Background: an optimization exercise with open tools, aiming at small area. Do not read the settings as production practice.
Only simulation tests tie the RTL to the original design; equivalence was not proved.
Power figures rest on the tool's default switching activity, not on a simulated workload.

==> flow/design.v (outline; a module is shown in full before it is edited, if it fits) <==
// module HalfAdder: 4 lines
// module FullAdder: 4 lines
// module Nor2: 3 lines
// module Nand2: 3 lines
// module Inv: 3 lines
// module Or2: 5 lines
// module SystolicArray: 4616 lines
module SystolicArray #(parameter SIZE = 4, parameter DATA_WIDTH = 8)(
    input [SIZE*DATA_WIDTH-1:0] A,
    input [SIZE*DATA_WIDTH-1:0] B,
    input clk,
    input rst,
    output done,
    output [SIZE*SIZE*2*DATA_WIDTH-1:0] C
);
  // ...
==> flow/flow/run.sh <==
#!/bin/bash
set -o pipefail
export BUFFER_PORTS_ARGS="-buffer_cell sky130_fd_sc_hd__buf_1"
export CTS_ARGS="-sink_clustering_enable -repair_clock_nets -dont_use_dummy_load -buf_list {sky130_fd_sc_hd__clkbuf_8} -sink_clustering_size 22 -sink_clustering_max_diameter 50"
bash standard.sh > standard_flow.log 2>&1
==> flow/standard.sh <==
#!/bin/bash
# synth_recipe.tcl (not shown) runs the flow's synth.tcl, then flattens the netlist and writes it again
# the make line also repeats each setting of config.mk as NAME=value (left out here)
make -C /OpenROAD-flow-scripts/flow DESIGN_CONFIG=/design/flow/config.mk WORK_HOME=/design/flow/orfs CLKGATE_MAP_FILE= SYNTH_SCRIPT=/design/flow/synth_recipe.tcl "${@:-finish}"
==> flow/config.mk <==
export PLATFORM = sky130hd
export DESIGN_NAME = SystolicArray
export DESIGN_NICKNAME = SystolicArray
export VERILOG_FILES = /design/flow/design.v
export SDC_FILE = /design/flow/constraint.sdc
export NUM_CORES = 4
export LEC_CHECK = 0
export ABC_AREA = 1
export CAP_MARGIN = 20
export CORE_MARGIN = 2
export CORE_UTILIZATION = 55
export PLACE_DENSITY = 0.7
export SETUP_SLACK_MARGIN = 0.05
export SLEW_MARGIN = 20
export SYNTH_HIERARCHICAL = 1
==> flow/constraint.sdc <==
create_clock -name core_clock -period 6.0 [get_ports {clk}]
set_input_delay 1.2000 -clock core_clock [delete_from_list [all_inputs] [get_ports {clk}]]
set_output_delay 1.2000 -clock core_clock [all_outputs]
set_load 0.01 [all_outputs]
==> results_dict.tcl, run 1 <==
set metrics [dict create \
    dr_wl_met2_um 49940 \
    status "complete, no violations" \
    fillers 6904 \
    worstSkewPairLatency_ns 0.77 \
    grt_overflow 0 \
    diodes 1 \
    wirelength_um 101800 \
    grt_pass1_wl_um 166600 \
    synthAdderAreaFrac 0.4496 \
    final_common_cell "fa_1" \
    hpwlAfterDp_um 81050 \
    synthesis.instances 3691 \
    synth_xor_xnor_area_share 0.005795 \
    inverters 160 \
    fin_skew_ns 0.09135 \
    min_period_ns 5.656 \
    pre_cts_ws_ns 0.3592 \
    p_int_mw 17.59 \
    slew_headroom 0.4336 \
    placed_area_sq_um 51160 \
    use_met2 0.3914 \
    cts_inserted_buffers 90 \
    yosysMostFrequentCell "fa_1" \
    design.seq.count 906 \
    holdPathEnd "bd1[16]" \
    track_usage 0.2402 \
]
==> run 2: changes to the inputs <==
--- a/flow/design.v
+++ b/flow/design.v
@@ -308,9 +308,9 @@
 FullAdder pe00_s198_fa(.a(pe00_c165), .b(pe00_s166), .c(pe00_c197), .s(pe00_s198), .co(pe00_c199));
-assign pe00_sum[9:0] = {pe00_s198, pe00_s196, pe00_s194, pe00_s192, pe00_s190, pe00_s188, pe00_s186, pe00_s184, pe00_s182, pe00_s180};
-wire [5:0] pe00_ux = {pe00_c177, pe00_c175, pe00_c173, pe00_c171, pe00_c169, pe00_c167};
-wire [5:0] pe00_uy = {pe00_s178, pe00_s176, pe00_s174, pe00_s172, pe00_s170, pe00_s168};
 wire pe00_s200, pe00_c201;
-HalfAdder pe00_s200_ha(.a(pe00_c167), .b(pe00_s168), .s(pe00_s200), .co(pe00_c201));
+FullAdder pe00_s200_fa(.a(pe00_c167), .b(pe00_s168), .c(pe00_c199), .s(pe00_s200), .co(pe00_c201));
+assign pe00_sum[10:0] = {pe00_s200, pe00_s198, pe00_s196, pe00_s194, pe00_s192, pe00_s190, pe00_s188, pe00_s186, pe00_s184, pe00_s182, pe00_s180};
+wire [4:0] pe00_ux = {pe00_c177, pe00_c175, pe00_c173, pe00_c171, pe00_c169};
+wire [4:0] pe00_uy = {pe00_s178, pe00_s176, pe00_s174, pe00_s172, pe00_s170};
 wire pe00_s202, pe00_c203;
-FullAdder pe00_s202_fa(.a(pe00_c169), .b(pe00_s170), .c(pe00_c201), .s(pe00_s202), .co(pe00_c203));
+HalfAdder pe00_s202_ha(.a(pe00_c169), .b(pe00_s170), .s(pe00_s202), .co(pe00_c203));
 wire pe00_s204, pe00_c205;
@@ -322,12 +322,10 @@
 wire pe00_s210 = pe00_s178 ^ pe00_c177 ^ pe00_c209;
-wire pe00_q212 = pe00_s200 & pe00_s202;
-wire pe00_q213 = pe00_q212 & pe00_s204;
-wire pe00_q214 = pe00_q213 & pe00_s206;
-wire pe00_q215 = pe00_q214 & pe00_s208;
-assign pe00_sum[10] = pe00_s200 ^ pe00_c199;
-assign pe00_sum[11] = pe00_s202 ^ (pe00_c199 & pe00_s200);
-assign pe00_sum[12] = pe00_s204 ^ (pe00_c199 & pe00_q212);
-assign pe00_sum[13] = pe00_s206 ^ (pe00_c199 & pe00_q213);
-assign pe00_sum[14] = pe00_s208 ^ (pe00_c199 & pe00_q214);
-assign pe00_sum[15] = pe00_s210 ^ (pe00_c199 & pe00_q215);
+wire pe00_q212 = pe00_s202 & pe00_s204;
+wire pe00_q213 = pe00_q212 & pe00_s206;
+wire pe00_q214 = pe00_q213 & pe00_s208;
+assign pe00_sum[11] = pe00_s202 ^ pe00_c201;
+assign pe00_sum[12] = pe00_s204 ^ (pe00_c201 & pe00_s202);
+assign pe00_sum[13] = pe00_s206 ^ (pe00_c201 & pe00_q212);
+assign pe00_sum[14] = pe00_s208 ^ (pe00_c201 & pe00_q213);
+assign pe00_sum[15] = pe00_s210 ^ (pe00_c201 & pe00_q214);
 reg [15:0] pe01_acc;
@@ -595,9 +593,9 @@
 FullAdder pe01_s198_fa(.a(pe01_c165), .b(pe01_s166), .c(pe01_c197), .s(pe01_s198), .co(pe01_c199));
-assign pe01_sum[9:0] = {pe01_s198, pe01_s196, pe01_s194, pe01_s192, pe01_s190, pe01_s188, pe01_s186, pe01_s184, pe01_s182, pe01_s180};
-wire [5:0] pe01_ux = {pe01_c177, pe01_c175, pe01_c173, pe01_c171, pe01_c169, pe01_c167};
-wire [5:0] pe01_uy = {pe01_s178, pe01_s176, pe01_s174, pe01_s172, pe01_s170, pe01_s168};
 wire pe01_s200, pe01_c201;
-HalfAdder pe01_s200_ha(.a(pe01_c167), .b(pe01_s168), .s(pe01_s200), .co(pe01_c201));
+FullAdder pe01_s200_fa(.a(pe01_c167), .b(pe01_s168), .c(pe01_c199), .s(pe01_s200), .co(pe01_c201));
+assign pe01_sum[10:0] = {pe01_s200, pe01_s198, pe01_s196, pe01_s194, pe01_s192, pe01_s190, pe01_s188, pe01_s186, pe01_s184, pe01_s182, pe01_s180};
+wire [4:0] pe01_ux = {pe01_c177, pe01_c175, pe01_c173, pe01_c171, pe01_c169};
+wire [4:0] pe01_uy = {pe01_s178, pe01_s176, pe01_s174, pe01_s172, pe01_s170};
 wire pe01_s202, pe01_c203;
-FullAdder pe01_s202_fa(.a(pe01_c169), .b(pe01_s170), .c(pe01_c201), .s(pe01_s202), .co(pe01_c203));
+HalfAdder pe01_s202_ha(.a(pe01_c169), .b(pe01_s170), .s(pe01_s202), .co(pe01_c203));
 wire pe01_s204, pe01_c205;
@@ -609,12 +607,10 @@
 wire pe01_s210 = pe01_s178 ^ pe01_c177 ^ pe01_c209;
-wire pe01_q212 = pe01_s200 & pe01_s202;
-wire pe01_q213 = pe01_q212 & pe01_s204;
-wire pe01_q214 = pe01_q213 & pe01_s206;
-wire pe01_q215 = pe01_q214 & pe01_s208;
-assign pe01_sum[10] = pe01_s200 ^ pe01_c199;
-assign pe01_sum[11] = pe01_s202 ^ (pe01_c199 & pe01_s200);
-assign pe01_sum[12] = pe01_s204 ^ (pe01_c199 & pe01_q212);
-assign pe01_sum[13] = pe01_s206 ^ (pe01_c199 & pe01_q213);
-assign pe01_sum[14] = pe01_s208 ^ (pe01_c199 & pe01_q214);
-assign pe01_sum[15] = pe01_s210 ^ (pe01_c199 & pe01_q215);
+wire pe01_q212 = pe01_s202 & pe01_s204;
+wire pe01_q213 = pe01_q212 & pe01_s206;
+wire pe01_q214 = pe01_q213 & pe01_s208;
+assign pe01_sum[11] = pe01_s202 ^ pe01_c201;
+assign pe01_sum[12] = pe01_s204 ^ (pe01_c201 & pe01_s202);
+assign pe01_sum[13] = pe01_s206 ^ (pe01_c201 & pe01_q212);
+assign pe01_sum[14] = pe01_s208 ^ (pe01_c201 & pe01_q213);
+assign pe01_sum[15] = pe01_s210 ^ (pe01_c201 & pe01_q214);
 reg [15:0] pe02_acc;
@@ -882,9 +878,9 @@
 FullAdder pe02_s198_fa(.a(pe02_c165), .b(pe02_s166), .c(pe02_c197), .s(pe02_s198), .co(pe02_c199));
-assign pe02_sum[9:0] = {pe02_s198, pe02_s196, pe02_s194, pe02_s192, pe02_s190, pe02_s188, pe02_s186, pe02_s184, pe02_s182, pe02_s180};
-wire [5:0] pe02_ux = {pe02_c177, pe02_c175, pe02_c173, pe02_c171, pe02_c169, pe02_c167};
-wire [5:0] pe02_uy = {pe02_s178, pe02_s176, pe02_s174, pe02_s172, pe02_s170, pe02_s168};
 wire pe02_s200, pe02_c201;
-HalfAdder pe02_s200_ha(.a(pe02_c167), .b(pe02_s168), .s(pe02_s200), .co(pe02_c201));
+FullAdder pe02_s200_fa(.a(pe02_c167), .b(pe02_s168), .c(pe02_c199), .s(pe02_s200), .co(pe02_c201));
+assign pe02_sum[10:0] = {pe02_s200, pe02_s198, pe02_s196, pe02_s194, pe02_s192, pe02_s190, pe02_s188, pe02_s186, pe02_s184, pe02_s182, pe02_s180};
+wire [4:0] pe02_ux = {pe02_c177, pe02_c175, pe02_c173, pe02_c171, pe02_c169};
+wire [4:0] pe02_uy = {pe02_s178, pe02_s176, pe02_s174, pe02_s172, pe02_s170};
 wire pe02_s202, pe02_c203;
-FullAdder pe02_s202_fa(.a(pe02_c169), .b(pe02_s170), .c(pe02_c201), .s(pe02_s202), .co(pe02_c203));
+HalfAdder pe02_s202_ha(.a(pe02_c169), .b(pe02_s170), .s(pe02_s202), .co(pe02_c203));
 wire pe02_s204, pe02_c205;
@@ -896,12 +892,10 @@
 wire pe02_s210 = pe02_s178 ^ pe02_c177 ^ pe02_c209;
-wire pe02_q212 = pe02_s200 & pe02_s202;
-wire pe02_q213 = pe02_q212 & pe02_s204;
-wire pe02_q214 = pe02_q213 & pe02_s206;
-wire pe02_q215 = pe02_q214 & pe02_s208;
-assign pe02_sum[10] = pe02_s200 ^ pe02_c199;
-assign pe02_sum[11] = pe02_s202 ^ (pe02_c199 & pe02_s200);
-assign pe02_sum[12] = pe02_s204 ^ (pe02_c199 & pe02_q212);
-assign pe02_sum[13] = pe02_s206 ^ (pe02_c199 & pe02_q213);
-assign pe02_sum[14] = pe02_s208 ^ (pe02_c199 & pe02_q214);
-assign pe02_sum[15] = pe02_s210 ^ (pe02_c199 & pe02_q215);
+wire pe02_q212 = pe02_s202 & pe02_s204;
+wire pe02_q213 = pe02_q212 & pe02_s206;
+wire pe02_q214 = pe02_q213 & pe02_s208;
+assign pe02_sum[11] = pe02_s202 ^ pe02_c201;
+assign pe02_sum[12] = pe02_s204 ^ (pe02_c201 & pe02_s202);
+assign pe02_sum[13] = pe02_s206 ^ (pe02_c201 & pe02_q212);
+assign pe02_sum[14] = pe02_s208 ^ (pe02_c201 & pe02_q213);
+assign pe02_sum[15] = pe02_s210 ^ (pe02_c201 & pe02_q214);
 reg [15:0] pe03_acc;
@@ -1169,9 +1163,9 @@
 FullAdder pe03_s198_fa(.a(pe03_c165), .b(pe03_s166), .c(pe03_c197), .s(pe03_s198), .co(pe03_c199));
-assign pe03_sum[9:0] = {pe03_s198, pe03_s196, pe03_s194, pe03_s192, pe03_s190, pe03_s188, pe03_s186, pe03_s184, pe03_s182, pe03_s180};
-wire [5:0] pe03_ux = {pe03_c177, pe03_c175, pe03_c173, pe03_c171, pe03_c169, pe03_c167};
-wire [5:0] pe03_uy = {pe03_s178, pe03_s176, pe03_s174, pe03_s172, pe03_s170, pe03_s168};
 wire pe03_s200, pe03_c201;
-HalfAdder pe03_s200_ha(.a(pe03_c167), .b(pe03_s168), .s(pe03_s200), .co(pe03_c201));
+FullAdder pe03_s200_fa(.a(pe03_c167), .b(pe03_s168), .c(pe03_c199), .s(pe03_s200), .co(pe03_c201));
+assign pe03_sum[10:0] = {pe03_s200, pe03_s198, pe03_s196, pe03_s194, pe03_s192, pe03_s190, pe03_s188, pe03_s186, pe03_s184, pe03_s182, pe03_s180};
+wire [4:0] pe03_ux = {pe03_c177, pe03_c175, pe03_c173, pe03_c171, pe03_c169};
+wire [4:0] pe03_uy = {pe03_s178, pe03_s176, pe03_s174, pe03_s172, pe03_s170};
 wire pe03_s202, pe03_c203;
-FullAdder pe03_s202_fa(.a(pe03_c169), .b(pe03_s170), .c(pe03_c201), .s(pe03_s202), .co(pe03_c203));
+HalfAdder pe03_s202_ha(.a(pe03_c169), .b(pe03_s170), .s(pe03_s202), .co(pe03_c203));
 wire pe03_s204, pe03_c205;
@@ -1183,12 +1177,10 @@
 wire pe03_s210 = pe03_s178 ^ pe03_c177 ^ pe03_c209;
-wire pe03_q212 = pe03_s200 & pe03_s202;
-wire pe03_q213 = pe03_q212 & pe03_s204;
-wire pe03_q214 = pe03_q213 & pe03_s206;
-wire pe03_q215 = pe03_q214 & pe03_s208;
-assign pe03_sum[10] = pe03_s200 ^ pe03_c199;
-assign pe03_sum[11] = pe03_s202 ^ (pe03_c199 & pe03_s200);
-assign pe03_sum[12] = pe03_s204 ^ (pe03_c199 & pe03_q212);
-assign pe03_sum[13] = pe03_s206 ^ (pe03_c199 & pe03_q213);
-assign pe03_sum[14] = pe03_s208 ^ (pe03_c199 & pe03_q214);
-assign pe03_sum[15] = pe03_s210 ^ (pe03_c199 & pe03_q215);
+wire pe03_q212 = pe03_s202 & pe03_s204;
+wire pe03_q213 = pe03_q212 & pe03_s206;
+wire pe03_q214 = pe03_q213 & pe03_s208;
+assign pe03_sum[11] = pe03_s202 ^ pe03_c201;
+assign pe03_sum[12] = pe03_s204 ^ (pe03_c201 & pe03_s202);
+assign pe03_sum[13] = pe03_s206 ^ (pe03_c201 & pe03_q212);
+assign pe03_sum[14] = pe03_s208 ^ (pe03_c201 & pe03_q213);
+assign pe03_sum[15] = pe03_s210 ^ (pe03_c201 & pe03_q214);
 reg [15:0] pe10_acc;
@@ -1456,9 +1448,9 @@
 FullAdder pe10_s198_fa(.a(pe10_c165), .b(pe10_s166), .c(pe10_c197), .s(pe10_s198), .co(pe10_c199));
-assign pe10_sum[9:0] = {pe10_s198, pe10_s196, pe10_s194, pe10_s192, pe10_s190, pe10_s188, pe10_s186, pe10_s184, pe10_s182, pe10_s180};
-wire [5:0] pe10_ux = {pe10_c177, pe10_c175, pe10_c173, pe10_c171, pe10_c169, pe10_c167};
-wire [5:0] pe10_uy = {pe10_s178, pe10_s176, pe10_s174, pe10_s172, pe10_s170, pe10_s168};
 wire pe10_s200, pe10_c201;
-HalfAdder pe10_s200_ha(.a(pe10_c167), .b(pe10_s168), .s(pe10_s200), .co(pe10_c201));
+FullAdder pe10_s200_fa(.a(pe10_c167), .b(pe10_s168), .c(pe10_c199), .s(pe10_s200), .co(pe10_c201));
+assign pe10_sum[10:0] = {pe10_s200, pe10_s198, pe10_s196, pe10_s194, pe10_s192, pe10_s190, pe10_s188, pe10_s186, pe10_s184, pe10_s182, pe10_s180};
+wire [4:0] pe10_ux = {pe10_c177, pe10_c175, pe10_c173, pe10_c171, pe10_c169};
+wire [4:0] pe10_uy = {pe10_s178, pe10_s176, pe10_s174, pe10_s172, pe10_s170};
 wire pe10_s202, pe10_c203;
-FullAdder pe10_s202_fa(.a(pe10_c169), .b(pe10_s170), .c(pe10_c201), .s(pe10_s202), .co(pe10_c203));
+HalfAdder pe10_s202_ha(.a(pe10_c169), .b(pe10_s170), .s(pe10_s202), .co(pe10_c203));
 wire pe10_s204, pe10_c205;
@@ -1470,12 +1462,10 @@
 wire pe10_s210 = pe10_s178 ^ pe10_c177 ^ pe10_c209;
-wire pe10_q212 = pe10_s200 & pe10_s202;
-wire pe10_q213 = pe10_q212 & pe10_s204;
-wire pe10_q214 = pe10_q213 & pe10_s206;
-wire pe10_q215 = pe10_q214 & pe10_s208;
-assign pe10_sum[10] = pe10_s200 ^ pe10_c199;
-assign pe10_sum[11] = pe10_s202 ^ (pe10_c199 & pe10_s200);
-assign pe10_sum[12] = pe10_s204 ^ (pe10_c199 & pe10_q212);
-assign pe10_sum[13] = pe10_s206 ^ (pe10_c199 & pe10_q213);
-assign pe10_sum[14] = pe10_s208 ^ (pe10_c199 & pe10_q214);
-assign pe10_sum[15] = pe10_s210 ^ (pe10_c199 & pe10_q215);
+wire pe10_q212 = pe10_s202 & pe10_s204;
+wire pe10_q213 = pe10_q212 & pe10_s206;
+wire pe10_q214 = pe10_q213 & pe10_s208;
+assign pe10_sum[11] = pe10_s202 ^ pe10_c201;
+assign pe10_sum[12] = pe10_s204 ^ (pe10_c201 & pe10_s202);
+assign pe10_sum[13] = pe10_s206 ^ (pe10_c201 & pe10_q212);
+assign pe10_sum[14] = pe10_s208 ^ (pe10_c201 & pe10_q213);
+assign pe10_sum[15] = pe10_s210 ^ (pe10_c201 & pe10_q214);
 reg [15:0] pe11_acc;
@@ -1743,9 +1733,9 @@
 FullAdder pe11_s198_fa(.a(pe11_c165), .b(pe11_s166), .c(pe11_c197), .s(pe11_s198), .co(pe11_c199));
-assign pe11_sum[9:0] = {pe11_s198, pe11_s196, pe11_s194, pe11_s192, pe11_s190, pe11_s188, pe11_s186, pe11_s184, pe11_s182, pe11_s180};
-wire [5:0] pe11_ux = {pe11_c177, pe11_c175, pe11_c173, pe11_c171, pe11_c169, pe11_c167};
-wire [5:0] pe11_uy = {pe11_s178, pe11_s176, pe11_s174, pe11_s172, pe11_s170, pe11_s168};
 wire pe11_s200, pe11_c201;
-HalfAdder pe11_s200_ha(.a(pe11_c167), .b(pe11_s168), .s(pe11_s200), .co(pe11_c201));
+FullAdder pe11_s200_fa(.a(pe11_c167), .b(pe11_s168), .c(pe11_c199), .s(pe11_s200), .co(pe11_c201));
+assign pe11_sum[10:0] = {pe11_s200, pe11_s198, pe11_s196, pe11_s194, pe11_s192, pe11_s190, pe11_s188, pe11_s186, pe11_s184, pe11_s182, pe11_s180};
+wire [4:0] pe11_ux = {pe11_c177, pe11_c175, pe11_c173, pe11_c171, pe11_c169};
+wire [4:0] pe11_uy = {pe11_s178, pe11_s176, pe11_s174, pe11_s172, pe11_s170};
 wire pe11_s202, pe11_c203;
-FullAdder pe11_s202_fa(.a(pe11_c169), .b(pe11_s170), .c(pe11_c201), .s(pe11_s202), .co(pe11_c203));
+HalfAdder pe11_s202_ha(.a(pe11_c169), .b(pe11_s170), .s(pe11_s202), .co(pe11_c203));
 wire pe11_s204, pe11_c205;
@@ -1757,12 +1747,10 @@
 wire pe11_s210 = pe11_s178 ^ pe11_c177 ^ pe11_c209;
-wire pe11_q212 = pe11_s200 & pe11_s202;
-wire pe11_q213 = pe11_q212 & pe11_s204;
-wire pe11_q214 = pe11_q213 & pe11_s206;
-wire pe11_q215 = pe11_q214 & pe11_s208;
-assign pe11_sum[10] = pe11_s200 ^ pe11_c199;
-assign pe11_sum[11] = pe11_s202 ^ (pe11_c199 & pe11_s200);
-assign pe11_sum[12] = pe11_s204 ^ (pe11_c199 & pe11_q212);
-assign pe11_sum[13] = pe11_s206 ^ (pe11_c199 & pe11_q213);
-assign pe11_sum[14] = pe11_s208 ^ (pe11_c199 & pe11_q214);
-assign pe11_sum[15] = pe11_s210 ^ (pe11_c199 & pe11_q215);
+wire pe11_q212 = pe11_s202 & pe11_s204;
+wire pe11_q213 = pe11_q212 & pe11_s206;
+wire pe11_q214 = pe11_q213 & pe11_s208;
+assign pe11_sum[11] = pe11_s202 ^ pe11_c201;
+assign pe11_sum[12] = pe11_s204 ^ (pe11_c201 & pe11_s202);
+assign pe11_sum[13] = pe11_s206 ^ (pe11_c201 & pe11_q212);
+assign pe11_sum[14] = pe11_s208 ^ (pe11_c201 & pe11_q213);
+assign pe11_sum[15] = pe11_s210 ^ (pe11_c201 & pe11_q214);
 reg [15:0] pe12_acc;
@@ -2030,9 +2018,9 @@
 FullAdder pe12_s198_fa(.a(pe12_c165), .b(pe12_s166), .c(pe12_c197), .s(pe12_s198), .co(pe12_c199));
-assign pe12_sum[9:0] = {pe12_s198, pe12_s196, pe12_s194, pe12_s192, pe12_s190, pe12_s188, pe12_s186, pe12_s184, pe12_s182, pe12_s180};
-wire [5:0] pe12_ux = {pe12_c177, pe12_c175, pe12_c173, pe12_c171, pe12_c169, pe12_c167};
-wire [5:0] pe12_uy = {pe12_s178, pe12_s176, pe12_s174, pe12_s172, pe12_s170, pe12_s168};
 wire pe12_s200, pe12_c201;
-HalfAdder pe12_s200_ha(.a(pe12_c167), .b(pe12_s168), .s(pe12_s200), .co(pe12_c201));
+FullAdder pe12_s200_fa(.a(pe12_c167), .b(pe12_s168), .c(pe12_c199), .s(pe12_s200), .co(pe12_c201));
+assign pe12_sum[10:0] = {pe12_s200, pe12_s198, pe12_s196, pe12_s194, pe12_s192, pe12_s190, pe12_s188, pe12_s186, pe12_s184, pe12_s182, pe12_s180};
+wire [4:0] pe12_ux = {pe12_c177, pe12_c175, pe12_c173, pe12_c171, pe12_c169};
+wire [4:0] pe12_uy = {pe12_s178, pe12_s176, pe12_s174, pe12_s172, pe12_s170};
 wire pe12_s202, pe12_c203;
-FullAdder pe12_s202_fa(.a(pe12_c169), .b(pe12_s170), .c(pe12_c201), .s(pe12_s202), .co(pe12_c203));
+HalfAdder pe12_s202_ha(.a(pe12_c169), .b(pe12_s170), .s(pe12_s202), .co(pe12_c203));
 wire pe12_s204, pe12_c205;
@@ -2044,12 +2032,10 @@
 wire pe12_s210 = pe12_s178 ^ pe12_c177 ^ pe12_c209;
-wire pe12_q212 = pe12_s200 & pe12_s202;
-wire pe12_q213 = pe12_q212 & pe12_s204;
-wire pe12_q214 = pe12_q213 & pe12_s206;
-wire pe12_q215 = pe12_q214 & pe12_s208;
-assign pe12_sum[10] = pe12_s200 ^ pe12_c199;
-assign pe12_sum[11] = pe12_s202 ^ (pe12_c199 & pe12_s200);
-assign pe12_sum[12] = pe12_s204 ^ (pe12_c199 & pe12_q212);
-assign pe12_sum[13] = pe12_s206 ^ (pe12_c199 & pe12_q213);
-assign pe12_sum[14] = pe12_s208 ^ (pe12_c199 & pe12_q214);
-assign pe12_sum[15] = pe12_s210 ^ (pe12_c199 & pe12_q215);
+wire pe12_q212 = pe12_s202 & pe12_s204;
+wire pe12_q213 = pe12_q212 & pe12_s206;
+wire pe12_q214 = pe12_q213 & pe12_s208;
+assign pe12_sum[11] = pe12_s202 ^ pe12_c201;
+assign pe12_sum[12] = pe12_s204 ^ (pe12_c201 & pe12_s202);
+assign pe12_sum[13] = pe12_s206 ^ (pe12_c201 & pe12_q212);
+assign pe12_sum[14] = pe12_s208 ^ (pe12_c201 & pe12_q213);
+assign pe12_sum[15] = pe12_s210 ^ (pe12_c201 & pe12_q214);
 reg [15:0] pe13_acc;
@@ -2317,9 +2303,9 @@
 FullAdder pe13_s198_fa(.a(pe13_c165), .b(pe13_s166), .c(pe13_c197), .s(pe13_s198), .co(pe13_c199));
-assign pe13_sum[9:0] = {pe13_s198, pe13_s196, pe13_s194, pe13_s192, pe13_s190, pe13_s188, pe13_s186, pe13_s184, pe13_s182, pe13_s180};
-wire [5:0] pe13_ux = {pe13_c177, pe13_c175, pe13_c173, pe13_c171, pe13_c169, pe13_c167};
-wire [5:0] pe13_uy = {pe13_s178, pe13_s176, pe13_s174, pe13_s172, pe13_s170, pe13_s168};
 wire pe13_s200, pe13_c201;
-HalfAdder pe13_s200_ha(.a(pe13_c167), .b(pe13_s168), .s(pe13_s200), .co(pe13_c201));
+FullAdder pe13_s200_fa(.a(pe13_c167), .b(pe13_s168), .c(pe13_c199), .s(pe13_s200), .co(pe13_c201));
+assign pe13_sum[10:0] = {pe13_s200, pe13_s198, pe13_s196, pe13_s194, pe13_s192, pe13_s190, pe13_s188, pe13_s186, pe13_s184, pe13_s182, pe13_s180};
+wire [4:0] pe13_ux = {pe13_c177, pe13_c175, pe13_c173, pe13_c171, pe13_c169};
+wire [4:0] pe13_uy = {pe13_s178, pe13_s176, pe13_s174, pe13_s172, pe13_s170};
 wire pe13_s202, pe13_c203;
-FullAdder pe13_s202_fa(.a(pe13_c169), .b(pe13_s170), .c(pe13_c201), .s(pe13_s202), .co(pe13_c203));
+HalfAdder pe13_s202_ha(.a(pe13_c169), .b(pe13_s170), .s(pe13_s202), .co(pe13_c203));
 wire pe13_s204, pe13_c205;
@@ -2331,12 +2317,10 @@
 wire pe13_s210 = pe13_s178 ^ pe13_c177 ^ pe13_c209;
-wire pe13_q212 = pe13_s200 & pe13_s202;
-wire pe13_q213 = pe13_q212 & pe13_s204;
-wire pe13_q214 = pe13_q213 & pe13_s206;
-wire pe13_q215 = pe13_q214 & pe13_s208;
-assign pe13_sum[10] = pe13_s200 ^ pe13_c199;
-assign pe13_sum[11] = pe13_s202 ^ (pe13_c199 & pe13_s200);
-assign pe13_sum[12] = pe13_s204 ^ (pe13_c199 & pe13_q212);
-assign pe13_sum[13] = pe13_s206 ^ (pe13_c199 & pe13_q213);
-assign pe13_sum[14] = pe13_s208 ^ (pe13_c199 & pe13_q214);
-assign pe13_sum[15] = pe13_s210 ^ (pe13_c199 & pe13_q215);
+wire pe13_q212 = pe13_s202 & pe13_s204;
+wire pe13_q213 = pe13_q212 & pe13_s206;
+wire pe13_q214 = pe13_q213 & pe13_s208;
+assign pe13_sum[11] = pe13_s202 ^ pe13_c201;
+assign pe13_sum[12] = pe13_s204 ^ (pe13_c201 & pe13_s202);
+assign pe13_sum[13] = pe13_s206 ^ (pe13_c201 & pe13_q212);
+assign pe13_sum[14] = pe13_s208 ^ (pe13_c201 & pe13_q213);
+assign pe13_sum[15] = pe13_s210 ^ (pe13_c201 & pe13_q214);
 reg [15:0] pe20_acc;
@@ -2604,9 +2588,9 @@
 FullAdder pe20_s198_fa(.a(pe20_c165), .b(pe20_s166), .c(pe20_c197), .s(pe20_s198), .co(pe20_c199));
-assign pe20_sum[9:0] = {pe20_s198, pe20_s196, pe20_s194, pe20_s192, pe20_s190, pe20_s188, pe20_s186, pe20_s184, pe20_s182, pe20_s180};
-wire [5:0] pe20_ux = {pe20_c177, pe20_c175, pe20_c173, pe20_c171, pe20_c169, pe20_c167};
-wire [5:0] pe20_uy = {pe20_s178, pe20_s176, pe20_s174, pe20_s172, pe20_s170, pe20_s168};
 wire pe20_s200, pe20_c201;
-HalfAdder pe20_s200_ha(.a(pe20_c167), .b(pe20_s168), .s(pe20_s200), .co(pe20_c201));
+FullAdder pe20_s200_fa(.a(pe20_c167), .b(pe20_s168), .c(pe20_c199), .s(pe20_s200), .co(pe20_c201));
+assign pe20_sum[10:0] = {pe20_s200, pe20_s198, pe20_s196, pe20_s194, pe20_s192, pe20_s190, pe20_s188, pe20_s186, pe20_s184, pe20_s182, pe20_s180};
+wire [4:0] pe20_ux = {pe20_c177, pe20_c175, pe20_c173, pe20_c171, pe20_c169};
+wire [4:0] pe20_uy = {pe20_s178, pe20_s176, pe20_s174, pe20_s172, pe20_s170};
 wire pe20_s202, pe20_c203;
-FullAdder pe20_s202_fa(.a(pe20_c169), .b(pe20_s170), .c(pe20_c201), .s(pe20_s202), .co(pe20_c203));
+HalfAdder pe20_s202_ha(.a(pe20_c169), .b(pe20_s170), .s(pe20_s202), .co(pe20_c203));
 wire pe20_s204, pe20_c205;
@@ -2618,12 +2602,10 @@
 wire pe20_s210 = pe20_s178 ^ pe20_c177 ^ pe20_c209;
-wire pe20_q212 = pe20_s200 & pe20_s202;
-wire pe20_q213 = pe20_q212 & pe20_s204;
-wire pe20_q214 = pe20_q213 & pe20_s206;
-wire pe20_q215 = pe20_q214 & pe20_s208;
-assign pe20_sum[10] = pe20_s200 ^ pe20_c199;
-assign pe20_sum[11] = pe20_s202 ^ (pe20_c199 & pe20_s200);
-assign pe20_sum[12] = pe20_s204 ^ (pe20_c199 & pe20_q212);
-assign pe20_sum[13] = pe20_s206 ^ (pe20_c199 & pe20_q213);
-assign pe20_sum[14] = pe20_s208 ^ (pe20_c199 & pe20_q214);
-assign pe20_sum[15] = pe20_s210 ^ (pe20_c199 & pe20_q215);
+wire pe20_q212 = pe20_s202 & pe20_s204;
+wire pe20_q213 = pe20_q212 & pe20_s206;
+wire pe20_q214 = pe20_q213 & pe20_s208;
+assign pe20_sum[11] = pe20_s202 ^ pe20_c201;
+assign pe20_sum[12] = pe20_s204 ^ (pe20_c201 & pe20_s202);
+assign pe20_sum[13] = pe20_s206 ^ (pe20_c201 & pe20_q212);
+assign pe20_sum[14] = pe20_s208 ^ (pe20_c201 & pe20_q213);
+assign pe20_sum[15] = pe20_s210 ^ (pe20_c201 & pe20_q214);
 reg [15:0] pe21_acc;
@@ -2891,9 +2873,9 @@
 FullAdder pe21_s198_fa(.a(pe21_c165), .b(pe21_s166), .c(pe21_c197), .s(pe21_s198), .co(pe21_c199));
-assign pe21_sum[9:0] = {pe21_s198, pe21_s196, pe21_s194, pe21_s192, pe21_s190, pe21_s188, pe21_s186, pe21_s184, pe21_s182, pe21_s180};
-wire [5:0] pe21_ux = {pe21_c177, pe21_c175, pe21_c173, pe21_c171, pe21_c169, pe21_c167};
-wire [5:0] pe21_uy = {pe21_s178, pe21_s176, pe21_s174, pe21_s172, pe21_s170, pe21_s168};
 wire pe21_s200, pe21_c201;
-HalfAdder pe21_s200_ha(.a(pe21_c167), .b(pe21_s168), .s(pe21_s200), .co(pe21_c201));
+FullAdder pe21_s200_fa(.a(pe21_c167), .b(pe21_s168), .c(pe21_c199), .s(pe21_s200), .co(pe21_c201));
+assign pe21_sum[10:0] = {pe21_s200, pe21_s198, pe21_s196, pe21_s194, pe21_s192, pe21_s190, pe21_s188, pe21_s186, pe21_s184, pe21_s182, pe21_s180};
+wire [4:0] pe21_ux = {pe21_c177, pe21_c175, pe21_c173, pe21_c171, pe21_c169};
+wire [4:0] pe21_uy = {pe21_s178, pe21_s176, pe21_s174, pe21_s172, pe21_s170};
 wire pe21_s202, pe21_c203;
-FullAdder pe21_s202_fa(.a(pe21_c169), .b(pe21_s170), .c(pe21_c201), .s(pe21_s202), .co(pe21_c203));
+HalfAdder pe21_s202_ha(.a(pe21_c169), .b(pe21_s170), .s(pe21_s202), .co(pe21_c203));
 wire pe21_s204, pe21_c205;
@@ -2905,12 +2887,10 @@
 wire pe21_s210 = pe21_s178 ^ pe21_c177 ^ pe21_c209;
-wire pe21_q212 = pe21_s200 & pe21_s202;
-wire pe21_q213 = pe21_q212 & pe21_s204;
-wire pe21_q214 = pe21_q213 & pe21_s206;
-wire pe21_q215 = pe21_q214 & pe21_s208;
-assign pe21_sum[10] = pe21_s200 ^ pe21_c199;
-assign pe21_sum[11] = pe21_s202 ^ (pe21_c199 & pe21_s200);
-assign pe21_sum[12] = pe21_s204 ^ (pe21_c199 & pe21_q212);
-assign pe21_sum[13] = pe21_s206 ^ (pe21_c199 & pe21_q213);
-assign pe21_sum[14] = pe21_s208 ^ (pe21_c199 & pe21_q214);
-assign pe21_sum[15] = pe21_s210 ^ (pe21_c199 & pe21_q215);
+wire pe21_q212 = pe21_s202 & pe21_s204;
+wire pe21_q213 = pe21_q212 & pe21_s206;
+wire pe21_q214 = pe21_q213 & pe21_s208;
+assign pe21_sum[11] = pe21_s202 ^ pe21_c201;
+assign pe21_sum[12] = pe21_s204 ^ (pe21_c201 & pe21_s202);
+assign pe21_sum[13] = pe21_s206 ^ (pe21_c201 & pe21_q212);
+assign pe21_sum[14] = pe21_s208 ^ (pe21_c201 & pe21_q213);
+assign pe21_sum[15] = pe21_s210 ^ (pe21_c201 & pe21_q214);
 reg [15:0] pe22_acc;
@@ -3178,9 +3158,9 @@
 FullAdder pe22_s198_fa(.a(pe22_c165), .b(pe22_s166), .c(pe22_c197), .s(pe22_s198), .co(pe22_c199));
-assign pe22_sum[9:0] = {pe22_s198, pe22_s196, pe22_s194, pe22_s192, pe22_s190, pe22_s188, pe22_s186, pe22_s184, pe22_s182, pe22_s180};
-wire [5:0] pe22_ux = {pe22_c177, pe22_c175, pe22_c173, pe22_c171, pe22_c169, pe22_c167};
-wire [5:0] pe22_uy = {pe22_s178, pe22_s176, pe22_s174, pe22_s172, pe22_s170, pe22_s168};
 wire pe22_s200, pe22_c201;
-HalfAdder pe22_s200_ha(.a(pe22_c167), .b(pe22_s168), .s(pe22_s200), .co(pe22_c201));
+FullAdder pe22_s200_fa(.a(pe22_c167), .b(pe22_s168), .c(pe22_c199), .s(pe22_s200), .co(pe22_c201));
+assign pe22_sum[10:0] = {pe22_s200, pe22_s198, pe22_s196, pe22_s194, pe22_s192, pe22_s190, pe22_s188, pe22_s186, pe22_s184, pe22_s182, pe22_s180};
+wire [4:0] pe22_ux = {pe22_c177, pe22_c175, pe22_c173, pe22_c171, pe22_c169};
+wire [4:0] pe22_uy = {pe22_s178, pe22_s176, pe22_s174, pe22_s172, pe22_s170};
 wire pe22_s202, pe22_c203;
-FullAdder pe22_s202_fa(.a(pe22_c169), .b(pe22_s170), .c(pe22_c201), .s(pe22_s202), .co(pe22_c203));
+HalfAdder pe22_s202_ha(.a(pe22_c169), .b(pe22_s170), .s(pe22_s202), .co(pe22_c203));
 wire pe22_s204, pe22_c205;
@@ -3192,12 +3172,10 @@
 wire pe22_s210 = pe22_s178 ^ pe22_c177 ^ pe22_c209;
-wire pe22_q212 = pe22_s200 & pe22_s202;
-wire pe22_q213 = pe22_q212 & pe22_s204;
-wire pe22_q214 = pe22_q213 & pe22_s206;
-wire pe22_q215 = pe22_q214 & pe22_s208;
-assign pe22_sum[10] = pe22_s200 ^ pe22_c199;
-assign pe22_sum[11] = pe22_s202 ^ (pe22_c199 & pe22_s200);
-assign pe22_sum[12] = pe22_s204 ^ (pe22_c199 & pe22_q212);
-assign pe22_sum[13] = pe22_s206 ^ (pe22_c199 & pe22_q213);
-assign pe22_sum[14] = pe22_s208 ^ (pe22_c199 & pe22_q214);
-assign pe22_sum[15] = pe22_s210 ^ (pe22_c199 & pe22_q215);
+wire pe22_q212 = pe22_s202 & pe22_s204;
+wire pe22_q213 = pe22_q212 & pe22_s206;
+wire pe22_q214 = pe22_q213 & pe22_s208;
+assign pe22_sum[11] = pe22_s202 ^ pe22_c201;
+assign pe22_sum[12] = pe22_s204 ^ (pe22_c201 & pe22_s202);
+assign pe22_sum[13] = pe22_s206 ^ (pe22_c201 & pe22_q212);
+assign pe22_sum[14] = pe22_s208 ^ (pe22_c201 & pe22_q213);
+assign pe22_sum[15] = pe22_s210 ^ (pe22_c201 & pe22_q214);
 reg [15:0] pe23_acc;
@@ -3465,9 +3443,9 @@
 FullAdder pe23_s198_fa(.a(pe23_c165), .b(pe23_s166), .c(pe23_c197), .s(pe23_s198), .co(pe23_c199));
-assign pe23_sum[9:0] = {pe23_s198, pe23_s196, pe23_s194, pe23_s192, pe23_s190, pe23_s188, pe23_s186, pe23_s184, pe23_s182, pe23_s180};
-wire [5:0] pe23_ux = {pe23_c177, pe23_c175, pe23_c173, pe23_c171, pe23_c169, pe23_c167};
-wire [5:0] pe23_uy = {pe23_s178, pe23_s176, pe23_s174, pe23_s172, pe23_s170, pe23_s168};
 wire pe23_s200, pe23_c201;
-HalfAdder pe23_s200_ha(.a(pe23_c167), .b(pe23_s168), .s(pe23_s200), .co(pe23_c201));
+FullAdder pe23_s200_fa(.a(pe23_c167), .b(pe23_s168), .c(pe23_c199), .s(pe23_s200), .co(pe23_c201));
+assign pe23_sum[10:0] = {pe23_s200, pe23_s198, pe23_s196, pe23_s194, pe23_s192, pe23_s190, pe23_s188, pe23_s186, pe23_s184, pe23_s182, pe23_s180};
+wire [4:0] pe23_ux = {pe23_c177, pe23_c175, pe23_c173, pe23_c171, pe23_c169};
+wire [4:0] pe23_uy = {pe23_s178, pe23_s176, pe23_s174, pe23_s172, pe23_s170};
 wire pe23_s202, pe23_c203;
-FullAdder pe23_s202_fa(.a(pe23_c169), .b(pe23_s170), .c(pe23_c201), .s(pe23_s202), .co(pe23_c203));
+HalfAdder pe23_s202_ha(.a(pe23_c169), .b(pe23_s170), .s(pe23_s202), .co(pe23_c203));
 wire pe23_s204, pe23_c205;
@@ -3479,12 +3457,10 @@
 wire pe23_s210 = pe23_s178 ^ pe23_c177 ^ pe23_c209;
-wire pe23_q212 = pe23_s200 & pe23_s202;
-wire pe23_q213 = pe23_q212 & pe23_s204;
-wire pe23_q214 = pe23_q213 & pe23_s206;
-wire pe23_q215 = pe23_q214 & pe23_s208;
-assign pe23_sum[10] = pe23_s200 ^ pe23_c199;
-assign pe23_sum[11] = pe23_s202 ^ (pe23_c199 & pe23_s200);
-assign pe23_sum[12] = pe23_s204 ^ (pe23_c199 & pe23_q212);
-assign pe23_sum[13] = pe23_s206 ^ (pe23_c199 & pe23_q213);
-assign pe23_sum[14] = pe23_s208 ^ (pe23_c199 & pe23_q214);
-assign pe23_sum[15] = pe23_s210 ^ (pe23_c199 & pe23_q215);
+wire pe23_q212 = pe23_s202 & pe23_s204;
+wire pe23_q213 = pe23_q212 & pe23_s206;
+wire pe23_q214 = pe23_q213 & pe23_s208;
+assign pe23_sum[11] = pe23_s202 ^ pe23_c201;
+assign pe23_sum[12] = pe23_s204 ^ (pe23_c201 & pe23_s202);
+assign pe23_sum[13] = pe23_s206 ^ (pe23_c201 & pe23_q212);
+assign pe23_sum[14] = pe23_s208 ^ (pe23_c201 & pe23_q213);
+assign pe23_sum[15] = pe23_s210 ^ (pe23_c201 & pe23_q214);
 reg [15:0] pe30_acc;
@@ -3752,9 +3728,9 @@
 FullAdder pe30_s198_fa(.a(pe30_c165), .b(pe30_s166), .c(pe30_c197), .s(pe30_s198), .co(pe30_c199));
-assign pe30_sum[9:0] = {pe30_s198, pe30_s196, pe30_s194, pe30_s192, pe30_s190, pe30_s188, pe30_s186, pe30_s184, pe30_s182, pe30_s180};
-wire [5:0] pe30_ux = {pe30_c177, pe30_c175, pe30_c173, pe30_c171, pe30_c169, pe30_c167};
-wire [5:0] pe30_uy = {pe30_s178, pe30_s176, pe30_s174, pe30_s172, pe30_s170, pe30_s168};
 wire pe30_s200, pe30_c201;
-HalfAdder pe30_s200_ha(.a(pe30_c167), .b(pe30_s168), .s(pe30_s200), .co(pe30_c201));
+FullAdder pe30_s200_fa(.a(pe30_c167), .b(pe30_s168), .c(pe30_c199), .s(pe30_s200), .co(pe30_c201));
+assign pe30_sum[10:0] = {pe30_s200, pe30_s198, pe30_s196, pe30_s194, pe30_s192, pe30_s190, pe30_s188, pe30_s186, pe30_s184, pe30_s182, pe30_s180};
+wire [4:0] pe30_ux = {pe30_c177, pe30_c175, pe30_c173, pe30_c171, pe30_c169};
+wire [4:0] pe30_uy = {pe30_s178, pe30_s176, pe30_s174, pe30_s172, pe30_s170};
 wire pe30_s202, pe30_c203;
-FullAdder pe30_s202_fa(.a(pe30_c169), .b(pe30_s170), .c(pe30_c201), .s(pe30_s202), .co(pe30_c203));
+HalfAdder pe30_s202_ha(.a(pe30_c169), .b(pe30_s170), .s(pe30_s202), .co(pe30_c203));
 wire pe30_s204, pe30_c205;
@@ -3766,12 +3742,10 @@
 wire pe30_s210 = pe30_s178 ^ pe30_c177 ^ pe30_c209;
-wire pe30_q212 = pe30_s200 & pe30_s202;
-wire pe30_q213 = pe30_q212 & pe30_s204;
-wire pe30_q214 = pe30_q213 & pe30_s206;
-wire pe30_q215 = pe30_q214 & pe30_s208;
-assign pe30_sum[10] = pe30_s200 ^ pe30_c199;
-assign pe30_sum[11] = pe30_s202 ^ (pe30_c199 & pe30_s200);
-assign pe30_sum[12] = pe30_s204 ^ (pe30_c199 & pe30_q212);
-assign pe30_sum[13] = pe30_s206 ^ (pe30_c199 & pe30_q213);
-assign pe30_sum[14] = pe30_s208 ^ (pe30_c199 & pe30_q214);
-assign pe30_sum[15] = pe30_s210 ^ (pe30_c199 & pe30_q215);
+wire pe30_q212 = pe30_s202 & pe30_s204;
+wire pe30_q213 = pe30_q212 & pe30_s206;
+wire pe30_q214 = pe30_q213 & pe30_s208;
+assign pe30_sum[11] = pe30_s202 ^ pe30_c201;
+assign pe30_sum[12] = pe30_s204 ^ (pe30_c201 & pe30_s202);
+assign pe30_sum[13] = pe30_s206 ^ (pe30_c201 & pe30_q212);
+assign pe30_sum[14] = pe30_s208 ^ (pe30_c201 & pe30_q213);
+assign pe30_sum[15] = pe30_s210 ^ (pe30_c201 & pe30_q214);
 reg [15:0] pe31_acc;
@@ -4039,9 +4013,9 @@
 FullAdder pe31_s198_fa(.a(pe31_c165), .b(pe31_s166), .c(pe31_c197), .s(pe31_s198), .co(pe31_c199));
-assign pe31_sum[9:0] = {pe31_s198, pe31_s196, pe31_s194, pe31_s192, pe31_s190, pe31_s188, pe31_s186, pe31_s184, pe31_s182, pe31_s180};
-wire [5:0] pe31_ux = {pe31_c177, pe31_c175, pe31_c173, pe31_c171, pe31_c169, pe31_c167};
-wire [5:0] pe31_uy = {pe31_s178, pe31_s176, pe31_s174, pe31_s172, pe31_s170, pe31_s168};
 wire pe31_s200, pe31_c201;
-HalfAdder pe31_s200_ha(.a(pe31_c167), .b(pe31_s168), .s(pe31_s200), .co(pe31_c201));
+FullAdder pe31_s200_fa(.a(pe31_c167), .b(pe31_s168), .c(pe31_c199), .s(pe31_s200), .co(pe31_c201));
+assign pe31_sum[10:0] = {pe31_s200, pe31_s198, pe31_s196, pe31_s194, pe31_s192, pe31_s190, pe31_s188, pe31_s186, pe31_s184, pe31_s182, pe31_s180};
+wire [4:0] pe31_ux = {pe31_c177, pe31_c175, pe31_c173, pe31_c171, pe31_c169};
+wire [4:0] pe31_uy = {pe31_s178, pe31_s176, pe31_s174, pe31_s172, pe31_s170};
 wire pe31_s202, pe31_c203;
-FullAdder pe31_s202_fa(.a(pe31_c169), .b(pe31_s170), .c(pe31_c201), .s(pe31_s202), .co(pe31_c203));
+HalfAdder pe31_s202_ha(.a(pe31_c169), .b(pe31_s170), .s(pe31_s202), .co(pe31_c203));
 wire pe31_s204, pe31_c205;
@@ -4053,12 +4027,10 @@
 wire pe31_s210 = pe31_s178 ^ pe31_c177 ^ pe31_c209;
-wire pe31_q212 = pe31_s200 & pe31_s202;
-wire pe31_q213 = pe31_q212 & pe31_s204;
-wire pe31_q214 = pe31_q213 & pe31_s206;
-wire pe31_q215 = pe31_q214 & pe31_s208;
-assign pe31_sum[10] = pe31_s200 ^ pe31_c199;
-assign pe31_sum[11] = pe31_s202 ^ (pe31_c199 & pe31_s200);
-assign pe31_sum[12] = pe31_s204 ^ (pe31_c199 & pe31_q212);
-assign pe31_sum[13] = pe31_s206 ^ (pe31_c199 & pe31_q213);
-assign pe31_sum[14] = pe31_s208 ^ (pe31_c199 & pe31_q214);
-assign pe31_sum[15] = pe31_s210 ^ (pe31_c199 & pe31_q215);
+wire pe31_q212 = pe31_s202 & pe31_s204;
+wire pe31_q213 = pe31_q212 & pe31_s206;
+wire pe31_q214 = pe31_q213 & pe31_s208;
+assign pe31_sum[11] = pe31_s202 ^ pe31_c201;
+assign pe31_sum[12] = pe31_s204 ^ (pe31_c201 & pe31_s202);
+assign pe31_sum[13] = pe31_s206 ^ (pe31_c201 & pe31_q212);
+assign pe31_sum[14] = pe31_s208 ^ (pe31_c201 & pe31_q213);
+assign pe31_sum[15] = pe31_s210 ^ (pe31_c201 & pe31_q214);
 reg [15:0] pe32_acc;
@@ -4326,9 +4298,9 @@
 FullAdder pe32_s198_fa(.a(pe32_c165), .b(pe32_s166), .c(pe32_c197), .s(pe32_s198), .co(pe32_c199));
-assign pe32_sum[9:0] = {pe32_s198, pe32_s196, pe32_s194, pe32_s192, pe32_s190, pe32_s188, pe32_s186, pe32_s184, pe32_s182, pe32_s180};
-wire [5:0] pe32_ux = {pe32_c177, pe32_c175, pe32_c173, pe32_c171, pe32_c169, pe32_c167};
-wire [5:0] pe32_uy = {pe32_s178, pe32_s176, pe32_s174, pe32_s172, pe32_s170, pe32_s168};
 wire pe32_s200, pe32_c201;
-HalfAdder pe32_s200_ha(.a(pe32_c167), .b(pe32_s168), .s(pe32_s200), .co(pe32_c201));
+FullAdder pe32_s200_fa(.a(pe32_c167), .b(pe32_s168), .c(pe32_c199), .s(pe32_s200), .co(pe32_c201));
+assign pe32_sum[10:0] = {pe32_s200, pe32_s198, pe32_s196, pe32_s194, pe32_s192, pe32_s190, pe32_s188, pe32_s186, pe32_s184, pe32_s182, pe32_s180};
+wire [4:0] pe32_ux = {pe32_c177, pe32_c175, pe32_c173, pe32_c171, pe32_c169};
+wire [4:0] pe32_uy = {pe32_s178, pe32_s176, pe32_s174, pe32_s172, pe32_s170};
 wire pe32_s202, pe32_c203;
-FullAdder pe32_s202_fa(.a(pe32_c169), .b(pe32_s170), .c(pe32_c201), .s(pe32_s202), .co(pe32_c203));
+HalfAdder pe32_s202_ha(.a(pe32_c169), .b(pe32_s170), .s(pe32_s202), .co(pe32_c203));
 wire pe32_s204, pe32_c205;
@@ -4340,12 +4312,10 @@
 wire pe32_s210 = pe32_s178 ^ pe32_c177 ^ pe32_c209;
-wire pe32_q212 = pe32_s200 & pe32_s202;
-wire pe32_q213 = pe32_q212 & pe32_s204;
-wire pe32_q214 = pe32_q213 & pe32_s206;
-wire pe32_q215 = pe32_q214 & pe32_s208;
-assign pe32_sum[10] = pe32_s200 ^ pe32_c199;
-assign pe32_sum[11] = pe32_s202 ^ (pe32_c199 & pe32_s200);
-assign pe32_sum[12] = pe32_s204 ^ (pe32_c199 & pe32_q212);
-assign pe32_sum[13] = pe32_s206 ^ (pe32_c199 & pe32_q213);
-assign pe32_sum[14] = pe32_s208 ^ (pe32_c199 & pe32_q214);
-assign pe32_sum[15] = pe32_s210 ^ (pe32_c199 & pe32_q215);
+wire pe32_q212 = pe32_s202 & pe32_s204;
+wire pe32_q213 = pe32_q212 & pe32_s206;
+wire pe32_q214 = pe32_q213 & pe32_s208;
+assign pe32_sum[11] = pe32_s202 ^ pe32_c201;
+assign pe32_sum[12] = pe32_s204 ^ (pe32_c201 & pe32_s202);
+assign pe32_sum[13] = pe32_s206 ^ (pe32_c201 & pe32_q212);
+assign pe32_sum[14] = pe32_s208 ^ (pe32_c201 & pe32_q213);
+assign pe32_sum[15] = pe32_s210 ^ (pe32_c201 & pe32_q214);
 reg [15:0] pe33_acc;
@@ -4613,9 +4583,9 @@
 FullAdder pe33_s198_fa(.a(pe33_c165), .b(pe33_s166), .c(pe33_c197), .s(pe33_s198), .co(pe33_c199));
-assign pe33_sum[9:0] = {pe33_s198, pe33_s196, pe33_s194, pe33_s192, pe33_s190, pe33_s188, pe33_s186, pe33_s184, pe33_s182, pe33_s180};
-wire [5:0] pe33_ux = {pe33_c177, pe33_c175, pe33_c173, pe33_c171, pe33_c169, pe33_c167};
-wire [5:0] pe33_uy = {pe33_s178, pe33_s176, pe33_s174, pe33_s172, pe33_s170, pe33_s168};
 wire pe33_s200, pe33_c201;
-HalfAdder pe33_s200_ha(.a(pe33_c167), .b(pe33_s168), .s(pe33_s200), .co(pe33_c201));
+FullAdder pe33_s200_fa(.a(pe33_c167), .b(pe33_s168), .c(pe33_c199), .s(pe33_s200), .co(pe33_c201));
+assign pe33_sum[10:0] = {pe33_s200, pe33_s198, pe33_s196, pe33_s194, pe33_s192, pe33_s190, pe33_s188, pe33_s186, pe33_s184, pe33_s182, pe33_s180};
+wire [4:0] pe33_ux = {pe33_c177, pe33_c175, pe33_c173, pe33_c171, pe33_c169};
+wire [4:0] pe33_uy = {pe33_s178, pe33_s176, pe33_s174, pe33_s172, pe33_s170};
 wire pe33_s202, pe33_c203;
-FullAdder pe33_s202_fa(.a(pe33_c169), .b(pe33_s170), .c(pe33_c201), .s(pe33_s202), .co(pe33_c203));
+HalfAdder pe33_s202_ha(.a(pe33_c169), .b(pe33_s170), .s(pe33_s202), .co(pe33_c203));
 wire pe33_s204, pe33_c205;
@@ -4627,12 +4597,10 @@
 wire pe33_s210 = pe33_s178 ^ pe33_c177 ^ pe33_c209;
-wire pe33_q212 = pe33_s200 & pe33_s202;
-wire pe33_q213 = pe33_q212 & pe33_s204;
-wire pe33_q214 = pe33_q213 & pe33_s206;
-wire pe33_q215 = pe33_q214 & pe33_s208;
-assign pe33_sum[10] = pe33_s200 ^ pe33_c199;
-assign pe33_sum[11] = pe33_s202 ^ (pe33_c199 & pe33_s200);
-assign pe33_sum[12] = pe33_s204 ^ (pe33_c199 & pe33_q212);
-assign pe33_sum[13] = pe33_s206 ^ (pe33_c199 & pe33_q213);
-assign pe33_sum[14] = pe33_s208 ^ (pe33_c199 & pe33_q214);
-assign pe33_sum[15] = pe33_s210 ^ (pe33_c199 & pe33_q215);
+wire pe33_q212 = pe33_s202 & pe33_s204;
+wire pe33_q213 = pe33_q212 & pe33_s206;
+wire pe33_q214 = pe33_q213 & pe33_s208;
+assign pe33_sum[11] = pe33_s202 ^ pe33_c201;
+assign pe33_sum[12] = pe33_s204 ^ (pe33_c201 & pe33_s202);
+assign pe33_sum[13] = pe33_s206 ^ (pe33_c201 & pe33_q212);
+assign pe33_sum[14] = pe33_s208 ^ (pe33_c201 & pe33_q213);
+assign pe33_sum[15] = pe33_s210 ^ (pe33_c201 & pe33_q214);
 endmodule
==> flow/flow/run.sh (replaced) <==
#!/bin/bash
set -o pipefail
export BUFFER_PORTS_ARGS="-buffer_cell sky130_fd_sc_hd__buf_1"
export CTS_ARGS="-sink_clustering_enable -repair_clock_nets -dont_use_dummy_load -buf_list {sky130_fd_sc_hd__clkbuf_8} -sink_clustering_size 16 -sink_clustering_max_diameter 60"
bash standard.sh > standard_flow.log 2>&1
--- a/flow/config.mk
+++ b/flow/config.mk
@@ -10,4 +10,4 @@
 export CORE_MARGIN = 2
-export CORE_UTILIZATION = 55
-export PLACE_DENSITY = 0.7
+export CORE_UTILIZATION = 75
+export PLACE_DENSITY = 0.85
 export SETUP_SLACK_MARGIN = 0.05
==> run 2 against run 1 <==
Setup slack got worse by 0.18 ns. Core utilization increased by 22 points. Hold slack improved by 0.011 ns. Wire length increased by 2.6%. Register-to-register slack got worse by 0.18 ns. First-iteration DRC count increased by 68%. Largest cell class unchanged. Total power decreased by 2.7%. Highest routed layer unchanged. Via count increased by 4.0%. Still clean on timing, DRC and antenna. Critical path depth increased by 1.
==> results_dict.tcl, run 2 <==
set metrics [dict create \
    cts_buffer_depth 3 \
    port_buffers 322 \
    die_w_um 257.2 \
    synth_flop_cell "dfxtp_1" \
    worstSkewPairLatency_ns 0.69 \
    ant_nets 0 \
    rows 92 \
    ioPinCount 323 \
    status "complete, no violations" \
    path_class "register to register" \
    via_per_inst 5.801 \
    synthesis.instances 3643 \
    holdCritStartpoint "ad0[4]" \
    yosys.area.top_type_share 0.4064 \
    initial_core_util 0.7608 \
    core-area_sq_um 63200 \
    cts_inserted_buffers 74 \
    drive_gt1_frac 0.09568 \
    wirelength_um 104400 \
    die_area_sq_um 66150 \
    ys_seq_elements 906 \
    hp-class "register to register" \
    crit_fanout 9 \
    drtPass1Iterations 8 \
    ys_types 14 \
    reg2reg_from "T[9]" \
    track_usage 0.3368 \
    multi_input_area_sq_um 28100 \
    finalCritPeriodShare 0.9721 \
    cts_sinks 906 \
    setup-tns-final_ns 0 \
    antenna_found_initial 1 \
    drv_slew 0 \
    drc 0 \
    worstMarginPinSlew_ns 0.7836 \
    area.sequential_sq_um 19470 \
    rsz0062_at_grt "true" \
    finalSetupViolCount 0 \
    use_met2 0.5485 \
    min_period_ns 5.832 \
    fillers 3439 \
    hold_viol 0 \
    grtUsageMet1 0.4342 \
    final_cell_mix "969 x fa_1, 847 x nor2_1, 640 x dfxtp_1" \
    vias 28558 \
    synth_fp_nets 4861 \
    wl_per_cell_um 21.20 \
    die_y_um 257.2 \
    fin_skew_ns 0.07327 \
    synth_top_cell_by_area "fa_1" \
    worst_slack_ns 0.1677 \
    fmax_mhz 171.5 \
    grt_pass1_wl_um 170200 \
    first_iter_violations 2173 \
    layout.nets 5296 \
    cts_tree "built" \
    synth_edf_count 0 \
    startpoint "T[9]" \
    hpwlAfterDp_um 82220 \
    area_growth_pct 7.773 \
    synth_commonest_cells "976 x fa_1, 848 x nor2_1, 640 x dfxtp_1" \
    arrival_ns 6.38 \
    synth.area.top_cells "fa_1 41%, dfxtp_1 27%, dfrtp_1 14%, nor2_1 6.6%, ha_1 4.6%" \
    grt_pass1_vias 32370 \
    grt_overflow 0 \
    ys_seq_area_frac 0.4049 \
    crit_path_start_kind "register" \
    yosysMostFrequentCell "fa_1" \
    reg2regPathDepth 16 \
    slew_headroom 0.4776 \
    place.gp.congestion 0.9443 \
    ir_worst_vdd_mv 0.5347 \
    grt_max_degree 116 \
    final_common_cell "fa_1" \
    cts.clk_slew.worst_paths_ns 0.11 \
    use_met3 0.07378 \
    cp-end-kind "register" \
    maxCapViolCount 0 \
    async_flop_share 0.2936 \
    power_density_nw_per_um2 587.8 \
    syn_area_sq_um 48080 \
    avgSynthCellArea_sq_um 13.20 \
    grt.busiest_layer "met2" \
    min_path_cells 0 \
    required_ns 6.55 \
    pre_cts_ws_ns 0.1239 \
    root_buffer "clkbuf_8" \
    power_leakage_nw 23.27 \
    synth_warnings 7 \
    htreeDepth 3 \
]
-- run 2: critical path, stage by stage, from the launching register on --
cell and delay [ns]:
dfrtp_2 0.52, buf_12 0.19, nand2_2 0.14, nor2_1 0.08
ha_1 0.33, fa_1 0.44, fa_1 0.43, fa_1 0.39
fa_1 0.39, fa_1 0.40, fa_1 0.39, fa_1 0.38
fa_1 0.40, fa_1 0.40, fa_2 0.39, ha_1 0.24
xor2_1 0.16
-- run 2: per-stage QoR --
step	power [mW]	std cells	area, sq um	utilization	hold WS (ns)
after floorplan	22.30	3643	48080	-	0.3096
after CTS	30.57	4920	51680	0.8179	0.2650
final	30.46	4923	51820	0.8199	0.2663
after detailed placement	27.46	4846	50670	0.8017	0.3121
after global placement	26.06	4846	50670	0.8017	0.3095
after global routing	33.53	4923	51820	0.8199	0.2658
-- run 2: modules after synthesis, one instance, submodules excluded --
module / copies in the design / flip-flops and latches / cells / area, sq um
Nor2: 800 / 0 / 1 / 3.754
Nand2: 128 / 0 / 1 / 3.754
SystolicArray: 1 / 906 / 1595 / 23260
HalfAdder: 144 / 0 / 1 / 12.51
FullAdder: 976 / 0 / 1 / 20.02
-- run 2: per-layer routing --
| layer | part of all wire | up-vias |
|---|---|---|
| met5 | 0 | - |
| met4 | 0.061 | 0 |
| met3 | 0.079 | 400 |
| met2 | 0.50 | 1436 |
| met1 | 0.36 | 14767 |
| li1 | - | 11955 |
-- run 2: what timing repair did --
item                                    4_1_cts  5_1_grt
buffers inserted                              0        1
endpoints found under the setup margin        0       53
hold buffers                                  0        0
gates resized for setup                       0       38
-- run 2: final timing paths --
path,slack (ns),to
worst min register to register,0.27,ad0[12]
max in group asynchronous,4.55,pe31_acc[1]
min in group asynchronous,0.41,pe13_acc[15]
worst max-delay path,0.17,pe12_acc[12]
worst max register to register,0.17,pe12_acc[12]
worst min-delay path,0.27,ad0[12]
-- run 2: logic make-up after synthesis --
group | Yosys count | synth area share
flops | 906 | 0.4049
other cells | 1 | 0.00007800
fa+ha+maj | 1152 | 0.4522
simple gates | 1392 | 0.1245
buf+inv | 160 | 0.01249
xor+xnor | 32 | 0.005829
-- run 2: layout make-up --
class	instances	area share
sequential	906	0.3758
timing repair buffer	359	0.03013
antenna	1	0.00004829
multi-input combinational	2577	0.5424
tap	846	0.02043
inverter	160	0.01159
clock buffer	74	0.01966
-- run 2: where the power goes --
group          switching, mW  internal [mW]  leakage, nW
logic                   10.3           8.38         14.2
clock network           1.85           1.11        0.532
registers               1.19           7.68         8.50

[afterwards: timing with drivers on the ports]
The flow's constraints put no driver on any port. The routed layouts listed below were extracted and timed again, unchanged, in two steps. Step 1 (the two cells are an assumption about what drives the block):
set clk [get_ports {clk}]
set_driving_cell -lib_cell sky130_fd_sc_hd__clkbuf_16 $clk
set_driving_cell -lib_cell sky130_fd_sc_hd__buf_2 [delete_from_list [all_inputs] $clk]
Step 2 moves the port delays by t, midway between the first and last clock arrival at a register: inputs arrive t later, outputs are due t later. That takes back most of the time a late clock gives input paths. Slacks: ideal ports / drivers / drivers and shift; pairs: ideal ports / drivers.
| run | t (ns) | slack for setup (ns) | worst setup path after step 2 | worst slew at a driven data input, ns | pins driven straight from the clock port |
|---|---|---|---|---|---|
| run 1 | 0.769 | 0.344 / 0.344 / 0.344 | register to register | 0.04 | 1 |
| run 2 | 0.731 | 0.168 / 0.168 / 0.168 | register to register | 0.05 | 1 |
After both steps every run listed still meets setup and hold.
